Source: an optimization exercise on an open RTL-to-GDS flow (aim: small area and a short achievable clock period). Production flows keep margins and buffers that such runs may drop.
The RTL was checked by simulation tests, not by an equivalence proof against the original design.
The flow treats the clock pin as an ideal source. Dropping or thinning the clock tree relies on that and would not hold on a real chip.
Power and IR drop assume default switching activity.

==> flow/design.v (excerpt) <==
module matrix_alu (
    input  wire         clk,
    input  wire         resetn,
    input  wire [31:0]  A,
    input  wire [31:0]  B,
    input  wire [1:0]   op,
    output wire [127:0] C
);
Size: about 110 flip-flops, ~200 I/O pins.
Settings: LEC_CHECK=0, CAP_MARGIN=20, CORE_MARGIN=2, CORE_UTILIZATION=65, SETUP_SLACK_MARGIN=1.6, SLEW_MARGIN=20, SYNTH_HIERARCHICAL=1, SYNTH_MINIMUM_KEEP_SIZE=0; clock period 6.5 ns.
standard.sh (not shown) runs the stock make flow with config.mk's settings and CLKGATE_MAP_FILE= SYNTH_SCRIPT=/design/flow/synth_recipe.tcl, a recipe that flattens the netlist after the stock synthesis.
==> flow/flow/run.sh <==
#!/bin/bash
# Own layout flow: the standard ORFS flow (standard synthesis unchanged),
# with small, fast port buffers (buf_2 instead of the default delay buffer),
# after CTS a one-level clock tree (flow/clock_tree.tcl), and clock nets
# routed on met3 and up.
set -euo pipefail
bash standard.sh BUFFER_PORTS_ARGS="-buffer_cell sky130_fd_sc_hd__buf_2" \
  POST_CTS_TCL="$PWD/flow/clock_tree.tcl" MIN_CLK_ROUTING_LAYER=met3 \
  finish > orfs_flow.log 2>&1
==> flow/flow/clock_tree.tcl <==
# POST_CTS hook: replace the clock tree that CTS built with a single level of
# buffers: the clock port drives NBUF clkbuf_16 cells, each placed at the
# centre of its group of registers and driving that group directly. Every
# register gets the same one-buffer clock path, so the tree adds less
# insertion delay than the two-level tree.
set nbuf 4
if { [info exists ::env(CLK_NBUF)] } { set nbuf $::env(CLK_NBUF) }
set levels 1
if { [info exists ::env(CLK_LEVELS)] } { set levels $::env(CLK_LEVELS) }
set block [ord::get_db_block]
set clk_port_net [[$block findBTerm clk] getNet]

# registers: every instance with a CLK pin
set sinks {}
foreach inst [$block getInsts] {
  set it [$inst findITerm CLK]
  if { $it != "NULL" && $it != "" } { lappend sinks $it }
}
# old tree: clock nets other than the port net, and the cells driving them
set old_insts {}
set old_nets {}
foreach net [$block getNets] {
  if { [$net getSigType] != "CLOCK" } { continue }
  if { $net == $clk_port_net } { continue }
  lappend old_nets $net
}
foreach net $old_nets {
  foreach it [$net getITerms] {
    set inst [$it getInst]
    if { [[$inst getMaster] getName] ne "" && [$inst findITerm CLK] == "NULL" } {
      if { [lsearch $old_insts $inst] < 0 } { lappend old_insts $inst }
    }
  }
}
foreach it [$clk_port_net getITerms] {
  set inst [$it getInst]
  if { [$inst findITerm CLK] == "NULL" && [lsearch $old_insts $inst] < 0 } { lappend old_insts $inst }
}
puts "clock_tree: [llength $sinks] registers, removing [llength $old_insts] cells and [llength $old_nets] nets"
foreach it $sinks { $it disconnect }
foreach inst $old_insts { odb::dbInst_destroy $inst }
foreach net $old_nets { odb::dbNet_destroy $net }

# group registers by x into nbuf equal slices, sorted by x then y
set pts {}
foreach it $sinks {
  set bb [[$it getInst] getBBox]
  lappend pts [list [expr {([$bb xMin] + [$bb xMax]) / 2}] [expr {([$bb yMin] + [$bb yMax]) / 2}] $it]
}
# recursive bisection: split each group in half along its wider side
proc split_groups { pts parts } {
  if { $parts <= 1 } { return [list $pts] }
  set xs {}; set ys {}
  foreach p $pts { lappend xs [lindex $p 0]; lappend ys [lindex $p 1] }
  set xs [lsort -integer $xs]; set ys [lsort -integer $ys]
  set dx [expr { [lindex $xs end] - [lindex $xs 0] }]
  set dy [expr { [lindex $ys end] - [lindex $ys 0] }]
  set idx [expr { $dx >= $dy ? 0 : 1 }]
  set pts [lsort -integer -index $idx $pts]
  set h [expr { [llength $pts] / 2 }]
  set k [expr { $parts / 2 }]
  return [concat [split_groups [lrange $pts 0 [expr {$h - 1}]] $k] \
                 [split_groups [lrange $pts $h end] $k]]
}
set groups [split_groups $pts $nbuf]
set master [[ord::get_db] findMaster sky130_fd_sc_hd__clkbuf_16]
# nleaf groups of registers, each driven by a leaf buffer at its centre;
# with two levels, the port drives nbuf buffers that each drive
# nleaf/nbuf leaf buffers
set nleaf [expr { $nbuf * $levels }]
set groups [split_groups $pts $nleaf]
set leaves {}
set g 0
foreach grp $groups {
  set sx 0; set sy 0
  foreach p $grp { incr sx [lindex $p 0]; incr sy [lindex $p 1] }
  set cx [expr { $sx / [llength $grp] }]
  set cy [expr { $sy / [llength $grp] }]
  set inst [odb::dbInst_create $block $master clkbuf_leaf_$g]
  $inst setLocation $cx $cy
  $inst setPlacementStatus PLACED
  set net [odb::dbNet_create $block clknet_leaf_$g]
  $net setSigType CLOCK
  [$inst findITerm X] connect $net
  foreach p $grp { [lindex $p 2] connect $net }
  lappend leaves [list $cx $cy $inst]
  incr g
}
if { $levels == 1 } {
  foreach l $leaves { [[lindex $l 2] findITerm A] connect $clk_port_net }
} else {
  set g 0
  foreach grp [split_groups $leaves $nbuf] {
    set sx 0; set sy 0
    foreach p $grp { incr sx [lindex $p 0]; incr sy [lindex $p 1] }
    set inst [odb::dbInst_create $block $master clkbuf_root_$g]
    $inst setLocation [expr { $sx / [llength $grp] }] [expr { $sy / [llength $grp] }]
    $inst setPlacementStatus PLACED
    set net [odb::dbNet_create $block clknet_root_$g]
    $net setSigType CLOCK
    [$inst findITerm A] connect $clk_port_net
    [$inst findITerm X] connect $net
    foreach p $grp { [[lindex $p 2] findITerm A] connect $net }
    incr g
  }
}
detailed_placement
check_placement -verbose
estimate_parasitics -placement
global_connect
report_clock_skew
report_worst_slack
report_check_types -max_slew -max_capacitance
The starting point ran to the end with no violations.
Edit:
- SETUP_SLACK_MARGIN: 1.6 -> 1.2
Effect: The new run completed without violations. Utilization falls by 6.0 points. Sequential share of layout area rises by 0.60 points. Combinational power decreases by 11%. Sequential power is about the same. Worst setup slack got worse by 0.11 ns. Final cell count came out lower by 3.7%. Design area drops by 7.4%. Area after synthesis is unchanged. Hold slack improved by 0.0078 ns. Die area is unchanged.
Edit:
--- a/flow/flow/clock_tree.tcl
+++ b/flow/flow/clock_tree.tcl
@@ -7,4 +7,2 @@
 if { [info exists ::env(CLK_NBUF)] } { set nbuf $::env(CLK_NBUF) }
-set levels 1
-if { [info exists ::env(CLK_LEVELS)] } { set levels $::env(CLK_LEVELS) }
 set block [ord::get_db_block]
@@ -66,8 +64,2 @@
 set master [[ord::get_db] findMaster sky130_fd_sc_hd__clkbuf_16]
-# nleaf groups of registers, each driven by a leaf buffer at its centre;
-# with two levels, the port drives nbuf buffers that each drive
-# nleaf/nbuf leaf buffers
-set nleaf [expr { $nbuf * $levels }]
-set groups [split_groups $pts $nleaf]
-set leaves {}
 set g 0
@@ -78,29 +70,11 @@
   set cy [expr { $sy / [llength $grp] }]
-  set inst [odb::dbInst_create $block $master clkbuf_leaf_$g]
+  set inst [odb::dbInst_create $block $master clkbuf_one_$g]
   $inst setLocation $cx $cy
   $inst setPlacementStatus PLACED
-  set net [odb::dbNet_create $block clknet_leaf_$g]
+  set net [odb::dbNet_create $block clknet_one_$g]
   $net setSigType CLOCK
+  [$inst findITerm A] connect $clk_port_net
   [$inst findITerm X] connect $net
   foreach p $grp { [lindex $p 2] connect $net }
-  lappend leaves [list $cx $cy $inst]
   incr g
-}
-if { $levels == 1 } {
-  foreach l $leaves { [[lindex $l 2] findITerm A] connect $clk_port_net }
-} else {
-  set g 0
-  foreach grp [split_groups $leaves $nbuf] {
-    set sx 0; set sy 0
-    foreach p $grp { incr sx [lindex $p 0]; incr sy [lindex $p 1] }
-    set inst [odb::dbInst_create $block $master clkbuf_root_$g]
-    $inst setLocation [expr { $sx / [llength $grp] }] [expr { $sy / [llength $grp] }]
-    $inst setPlacementStatus PLACED
-    set net [odb::dbNet_create $block clknet_root_$g]
-    $net setSigType CLOCK
-    [$inst findITerm A] connect $clk_port_net
-    [$inst findITerm X] connect $net
-    foreach p $grp { [[lindex $p 2] findITerm A] connect $net }
-    incr g
-  }
 }
- CORE_UTILIZATION: 65 -> 55
- SETUP_SLACK_MARGIN: 1.2 -> 1.0
Power came out lower by 1.8%.
Wire length came out lower by about 0.9%.
Final cell count came out higher by about 2%.
Global-route usage came out lower by 7.4 points.
Clock power came out higher by about 3%.
Combinational power came out lower by about 3%.
Worst hold slack is worse by 0.0051 ns.
Die area came out higher by 18%.
Flip-flop and latch count does not change.
Via count came out lower by about 4%.
Synthesized area does not change.
Edit:
--- a/flow/flow/clock_tree.tcl
+++ b/flow/flow/clock_tree.tcl
@@ -7,2 +7,4 @@
 if { [info exists ::env(CLK_NBUF)] } { set nbuf $::env(CLK_NBUF) }
+set levels 1
+if { [info exists ::env(CLK_LEVELS)] } { set levels $::env(CLK_LEVELS) }
 set block [ord::get_db_block]
@@ -64,2 +66,8 @@
 set master [[ord::get_db] findMaster sky130_fd_sc_hd__clkbuf_16]
+# nleaf groups of registers, each driven by a leaf buffer at its centre;
+# with two levels, the port drives nbuf buffers that each drive
+# nleaf/nbuf leaf buffers
+set nleaf [expr { $nbuf * $levels }]
+set groups [split_groups $pts $nleaf]
+set leaves {}
 set g 0
@@ -70,11 +78,29 @@
   set cy [expr { $sy / [llength $grp] }]
-  set inst [odb::dbInst_create $block $master clkbuf_one_$g]
+  set inst [odb::dbInst_create $block $master clkbuf_leaf_$g]
   $inst setLocation $cx $cy
   $inst setPlacementStatus PLACED
-  set net [odb::dbNet_create $block clknet_one_$g]
+  set net [odb::dbNet_create $block clknet_leaf_$g]
   $net setSigType CLOCK
-  [$inst findITerm A] connect $clk_port_net
   [$inst findITerm X] connect $net
   foreach p $grp { [lindex $p 2] connect $net }
+  lappend leaves [list $cx $cy $inst]
   incr g
+}
+if { $levels == 1 } {
+  foreach l $leaves { [[lindex $l 2] findITerm A] connect $clk_port_net }
+} else {
+  set g 0
+  foreach grp [split_groups $leaves $nbuf] {
+    set sx 0; set sy 0
+    foreach p $grp { incr sx [lindex $p 0]; incr sy [lindex $p 1] }
+    set inst [odb::dbInst_create $block $master clkbuf_root_$g]
+    $inst setLocation [expr { $sx / [llength $grp] }] [expr { $sy / [llength $grp] }]
+    $inst setPlacementStatus PLACED
+    set net [odb::dbNet_create $block clknet_root_$g]
+    $net setSigType CLOCK
+    [$inst findITerm A] connect $clk_port_net
+    [$inst findITerm X] connect $net
+    foreach p $grp { [[lindex $p 2] findITerm A] connect $net }
+    incr g
+  }
 }
- CORE_UTILIZATION: 55 -> 65
- routed wire length hardly moves
- hold slack gets better by 0.0036 ns
- synthesized area stays the same
Edit:
- SETUP_SLACK_MARGIN: 1.0 -> 1.4
- worst setup slack is better by 0.28 ns
- hold slack is worse by 0.0042 ns
- area after synthesis stays the same
No run of this note takes its clock network from TritonCTS; it comes from the design's own scripts or RTL.

==> separate check: timing with driven ports <==
No port has a modelled driver above. Below, the same layouts with a new extraction and two added sets of constraints. Step 1 (the two cells are an assumption about what drives the block):
set clk [get_ports {clk}]
set_driving_cell -lib_cell sky130_fd_sc_hd__clkbuf_16 $clk
set_driving_cell -lib_cell sky130_fd_sc_hd__buf_2 [delete_from_list [all_inputs] $clk]
Step 2 adds t to the input delays and takes it off the output delays; t is the mean of the earliest and latest rising clock arrival at the registers after step 1. Input paths then give back, and output paths get back, about the clock's delay inside the block. Three values: no drivers, after step 1, after step 2; two values: the first two.
run | t, ns | setup slack, ns | worst register clock-pin slew, ns
the first run | 0.270 | 1.427 / 1.328 / 1.598 | 0.12 / 0.12
the second run | 0.268 | 1.317 / 1.217 / 1.484 | 0.12 / 0.12
the third run | 0.273 | 1.121 / 1.019 / 1.292 | 0.12 / 0.12
the fourth run | 0.268 | 1.123 / 1.024 / 1.292 | 0.12 / 0.12
the fifth run | 0.274 | 1.402 / 1.298 / 1.573 | 0.12 / 0.12
After both steps every run listed still meets setup and hold.
